From an optimization exercise on the open Yosys and OpenROAD flow, aimed at small area and few clock cycles per item; shortcuts taken in it are not production practice. Function was checked by simulation only, so behaviour that the tests miss may differ from the original.

==> flow/design.v (outline; a module is shown in full before it is edited, if it fits) <==
// module addsub: 251 lines
// module fa: 10 lines
// module mul: 1399 lines
// module arbiter: 21 lines
// module calculator: 58 lines
module calculator (
    input  logic clk,
    input  logic rst_n,
    input  logic add_valid,
    output logic add_ack,
    input  logic [WIDTH-1:0] add_a,
    input  logic [WIDTH-1:0] add_b,
    input  logic sub_valid,
    output logic sub_ack,
    input  logic [WIDTH-1:0] sub_a,
    input  logic [WIDTH-1:0] sub_b,
    input  logic mul_valid,
    output logic mul_ack,
    input  logic [WIDTH-1:0] mul_a,
    input  logic [WIDTH-1:0] mul_b,
    output logic result_valid,
    input  logic result_ack,
    output logic [2:0] result_unit,
    output logic [WIDTH-1:0] result
);
  // ...
==> flow/flow/run.sh <==
#!/bin/bash
# The standard flow, with the port buffers that placement inserts made of
# the smallest buffer cell (every input and output port still gets one).
set -uo pipefail
bash standard.sh synth > synth.log 2>&1 || exit 1
export BUFFER_PORTS_ARGS="-buffer_cell sky130_fd_sc_hd__buf_1"
bash standard.sh finish > layout.log 2>&1 || exit 1
==> flow/standard.sh <==
#!/bin/bash
# synth_recipe.tcl (not shown) runs the flow's synth.tcl, then flattens the netlist and writes it again
# the make line also repeats each setting of config.mk as NAME=value (left out here)
make -C /OpenROAD-flow-scripts/flow DESIGN_CONFIG=/design/flow/config.mk WORK_HOME=/design/flow/orfs CLKGATE_MAP_FILE= SYNTH_SCRIPT=/design/flow/synth_recipe.tcl "${@:-finish}"
==> flow/config.mk <==
export PLATFORM = sky130hd
export DESIGN_NAME = calculator
export DESIGN_NICKNAME = calculator
export VERILOG_FILES = /design/flow/design.v
export SDC_FILE = /design/flow/constraint.sdc
export NUM_CORES = 4
export LEC_CHECK = 0
export CAP_MARGIN = 20
export CORE_MARGIN = 2
export CORE_UTILIZATION = 40
export SLEW_MARGIN = 20
export SYNTH_HIERARCHICAL = 1
export SYNTH_MINIMUM_KEEP_SIZE = 0
==> flow/constraint.sdc <==
create_clock -name core_clock -period 9.0 [get_ports {clk}]
set_input_delay 1.8000 -clock core_clock [delete_from_list [all_inputs] [get_ports {clk}]]
set_output_delay 1.8000 -clock core_clock [all_outputs]
set_load 0.01 [all_outputs]
==> results.yml, run 1 <==
synthesis:
  synthArstFlopShare_pct: 3.03
  synth_compound_area_share_pct: 24.4
  yosysTopAreaCell: "sky130_fd_sc_hd__fa_1"
  synth-simple-area-share_pct: 7.36
  synth_top_cells_by_area: "sky130_fd_sc_hd__fa_1 32%, sky130_fd_sc_hd__a22oi_1 14%, sky130_fd_sc_hd__xnor2_1 14%"
setup_path:
  end_kind: "output port"
  worst-endpoint-arrival_ns: 6.50
  worstRegToRegCells: 22
  critical_path_peak_fanout: 51
floorplan:
  initial_core_util_pct: 40.5
min_path:
  hold_path_depth: 1
timing:
  period_minus_slack_ns: 8.30
  slew_viol_final: 0
  timing.clock.skew_ns: 0.0128
clocking:
  clk_pin_slew_worst_paths_ns: 0.06
  cts_tree: "yes"
  cts_buffers: 17
  cts.root.buffer_cell: "sky130_fd_sc_hd__clkbuf_16"
layout:
  final_util_pct: 45.7
  layout.cells.most_common: "sky130_fd_sc_hd__a22oi_1"
  final.fill_count: 5837
  reg.largest.list: "mul_inst.rc x64, mul_inst.rs x64, mul_inst.cnt x2"
run_status:
  outcome: "finished clean"
detailed_routing:
  route.antenna.remaining_nets: 0
placement:
  numPlacedInstances: 3628
Testbench counts, summed over its fixed seeds: cycles 4,633, items 4,259.
==> run 2, diff against run 1 <==
==> flow/run.sh (new file) <==
#!/bin/bash
# synth_recipe.tcl (not shown) runs the flow's synth.tcl, then flattens the netlist and writes it again
# the make line also repeats each setting of config.mk as NAME=value (left out here)
make -C /OpenROAD-flow-scripts/flow DESIGN_CONFIG=/design/flow/config.mk WORK_HOME=/design/flow/orfs CLKGATE_MAP_FILE= SYNTH_SCRIPT=/design/flow/synth_recipe.tcl finish
removed: flow/flow/run.sh
removed: flow/standard.sh
==> run 2 against run 1 <==
Net effect: still clean on timing, DRC and antenna; fmax shrank 4.1%; wire length rose by 3.5%; via count rose by 0.66%; clock-buffer cell count rose by 2; first-iteration DRC count is 5.1% lower; die area unchanged; critical path type unchanged.
==> results.yml, run 2 <==
placement:
  placement.io_buffers: 460
  gp_congestion: 0.923
  pre_cts_ws_ns: 0.301
  detailed_place_hpwl_mm: 74.2
clocking:
  insertion_delay_ns: 0.47
  cts_hold_repair.buffers: 0
  clk_pin_slew_worst_paths_ns: 0.06
  cts_buffers: 17
  clock_net_sink_count: 132
  cts.root.buffer_cell: "sky130_fd_sc_hd__clkbuf_16"
  max-clock-path-buffers: 2
  cts_tree: "yes"
  htree_num_levels: 4
  ctsResizeCount: 0
  postCtsSetupRepairBufs: 0
min_path:
  startpoint_of_the_worst_hold_path: "arbiter_inst.sub_first"
  min_delay_worst_endpoint: "arbiter_inst.sub_first"
  hold_path_depth: 1
  hold_path_class: "reg -> reg"
run_status:
  outcome: "finished clean"
layout:
  final.fill_count: 5538
  finalNetCount: 3729
  final_layout_size_suffix_gt1_share_pct: 6.23
  synthToLayoutAreaGrowth_pct: 25.2
  layout.cells.most_common: "sky130_fd_sc_hd__a22oi_1"
  reg.largest.list: "mul_inst.rc x64, mul_inst.rs x64, mul_inst.cnt x2"
  most_frequent_cells_in_the_layout: "465 x sky130_fd_sc_hd__a22oi_1, 460 x sky130_fd_sc_hd__clkdlybuf4s50_1, 396 x sky130_fd_sc_hd__fa_1, 382 x sky130_fd_sc_hd__xnor2_1"
synthesis:
  syn_area_um2: 24500
  synth_area_per_cell_um2: 9.59
  synth.cells.most_frequent: "465 x sky130_fd_sc_hd__a22oi_1, 396 x sky130_fd_sc_hd__fa_1, 382 x sky130_fd_sc_hd__xnor2_1"
  synth_top_cells_by_area: "sky130_fd_sc_hd__fa_1 32%, sky130_fd_sc_hd__a22oi_1 14%, sky130_fd_sc_hd__xnor2_1 14%"
  area_share_of_the_largest_cell_type_after_synthesis_pct: 32.4
  post_synth_num_cell_types: 59
  synth.most_common_cell: "sky130_fd_sc_hd__a22oi_1"
  synth_net_count: 3400
  yosys_register_bits: 132
  postSynth.topFlopCell: "sky130_fd_sc_hd__dfxtp_1"
  synth-edff-count: 0
  yosysTopAreaCell: "sky130_fd_sc_hd__fa_1"
  synthArstFlopShare_pct: 3.03
  synth_warnings: 8
  netlist_instances: 2549
  yosysSeqAreaShare_pct: 10.9
setup_path:
  end_kind: "output port"
  worst-endpoint-arrival_ns: 6.86
  critical_path_peak_fanout: 29
  setup.reg_to_reg.worst_slack_ns: 2.08
  worstRegToRegCells: 19
  worst_r2r_startpoint: "mul_inst.cnt[0]"
  path_class: "in -> out"
  worstSetupStartpointType: "input port"
  crit_required_ns: 7.20
  critPathLaunch: "add_valid"
  rr_endpoint: "mul_inst.rc[63]"
timing:
  slew_viol_final: 0
  setup_total_negative_slack_ns: 0
  period_minus_slack_ns: 8.66
  fin_worst_hold_slack_ns: 0.535
  timing.final.crit_share_pct: 96.2
  tightest_slew_ns: 1.26
  timing.fmax_mhz: 116
  timing.clock.skew_ns: 0.0142
  rsz0062_at_grt: "no"
  finalHoldViolations: 0
  setup_viol: 0
  slew_headroom_pct: 16.1
  setup_ws_post_layout_ns: 0.344
detailed_routing:
  drt_iter0_drc: 2818
  wire_per_inst_um: 26.5
  drt_pass1_iterations: 9
  route.antenna.remaining_nets: 0
  drc: 0
  post_drt_via_cell_ratio: 6.16
  wirelength_mm: 97.2
  num_vias: 22600
floorplan:
  die-area_um2: 63100
  initial_core_util_pct: 40.5
  fp.dieH_um: 251
  placementRows: 90
  fp.dieW_um: 251
  core_region_area_um2: 60400
  i_o_pin_cnt: 461
global_routing:
  number_of_global_route_vias_before_repair: 23500
  grt_use_total_pct: 30.4
  antenna_found_initial: 3
  global_route_wire_length_before_repair_mm: 146
  grt_max_degree: 119
  gr-total-overflow: 0
flow_run:
  max-cap-violations: 0
[run 2: cell counts after synthesis]
Identical to the previous run, type by type.
[run 2: cell families after synthesis]
logic type / synth area share [%]
muxes: 0.0409
xor gates and xnor gates: 15.6
AOI/OAI and AO/OA: 24.4
DFF: 10.9
adders and majority gates: 35.7
buffers and inverters: 5.97
and+or+nand+nor: 7.36
[run 2: critical path: stages]
cell and delay [ns]:
sky130_fd_sc_hd__clkdlybuf4s50_1 0.43, sky130_fd_sc_hd__nor2b_1 0.16, sky130_fd_sc_hd__nor3b_2 0.23, sky130_fd_sc_hd__buf_4 0.17, sky130_fd_sc_hd__buf_12 0.20, sky130_fd_sc_hd__inv_1 0.08
sky130_fd_sc_hd__fa_1 0.38, sky130_fd_sc_hd__fa_1 0.41, sky130_fd_sc_hd__nand2b_1 0.19, sky130_fd_sc_hd__a21oi_1 0.18, sky130_fd_sc_hd__o21a_4 0.18, sky130_fd_sc_hd__o311ai_4 0.14
sky130_fd_sc_hd__a21oi_4 0.29, sky130_fd_sc_hd__a31oi_4 0.16, sky130_fd_sc_hd__o21ai_4 0.36, sky130_fd_sc_hd__a41oi_2 0.19, sky130_fd_sc_hd__o31ai_1 0.32, sky130_fd_sc_hd__fa_1 0.46
sky130_fd_sc_hd__clkdlybuf4s50_1 0.49
[run 2: metal layers]
metal  part of all wire (%)  up-vias  track usage, %
li1                       -     9708               -
met1                     41    11400            41.2
met2                     46     1329            48.5
met3                    9.6      185            6.16
met4                    3.5        0            10.2
met5                      0        -               0
[run 2: worst max path at each step]
| stage | depth (start not counted) | slack (ns) | end |
|---|---|---|---|
| after global routing | 19 | 0.14 | result[62] |
| after detailed placement | 19 | 0.30 | result[62] |
| final | 19 | 0.34 | result[62] |
| after global placement | 19 | 0.36 | result[62] |
| after CTS | 19 | 0.30 | result[62] |
| after floorplan | 18 | 1.57 | result[62] |
[run 2: cell type report]
cell class | count | area, µm² | area share [%]
multi-input cells | 2057 | 20500 | 67.0
repair buffers | 558 | 5390 | 17.6
flip-flops and latches | 132 | 2670 | 8.71
well taps | 782 | 978 | 3.20
clock buffers | 20 | 447 | 1.46
inverters | 112 | 420 | 1.37
clock inverters | 12 | 180 | 0.589
diodes | 3 | 7.51 | 0.0245
[run 2: per-module statistics from Yosys, one instance, submodules excluded]
module	cells	flops+latches
fa	1	0
addsub	300	0
mul	1571	131
arbiter	9	1
calculator	306	0
[run 2: per-stage QoR]
stage                     utilization (%)  cells  area (µm²)
after floorplan                         -   2549       24500
after global placement               49.7   3641       30000
after detailed placement             49.7   3641       30000
after CTS                            50.7   3673       30600
after global routing                 50.7   3675       30600
final                                50.7   3676       30600

## port drivers added, routing unchanged
How much do the figures lean on ideal ports? The routed layouts below were timed once more, with nothing changed but the port constraints. Step 1 sets driving cells, clkbuf_16 on the clock port and buf_2 on the other inputs (assumed; they add their load-dependent delay and slew). Step 2 also shifts input and output timing later by t, the mid clock arrival at the registers, as if the neighbouring blocks saw the same clock. Slacks: ideal ports / drivers / drivers and shift; pairs: ideal ports / drivers.
| run | t (ns) | setup slack, ns | hold slack, ns | worst data-port slew with drivers (ns) | cell pins on the clock port's net |
|---|---|---|---|---|---|
| run 1 | 0.546 | 0.699 / 0.658 / 0.658 | 0.549 / 0.549 / 0.549 | 0.08 | 1 |
| run 2 | 0.522 | 0.344 / 0.312 / 0.312 | 0.535 / 0.535 / 0.535 | 0.10 | 1 |
After both steps every run listed still meets setup and hold. The setup slack of run 1, which loses most, moves by -0.041 ns with the drivers and by -0.041 ns with both steps.
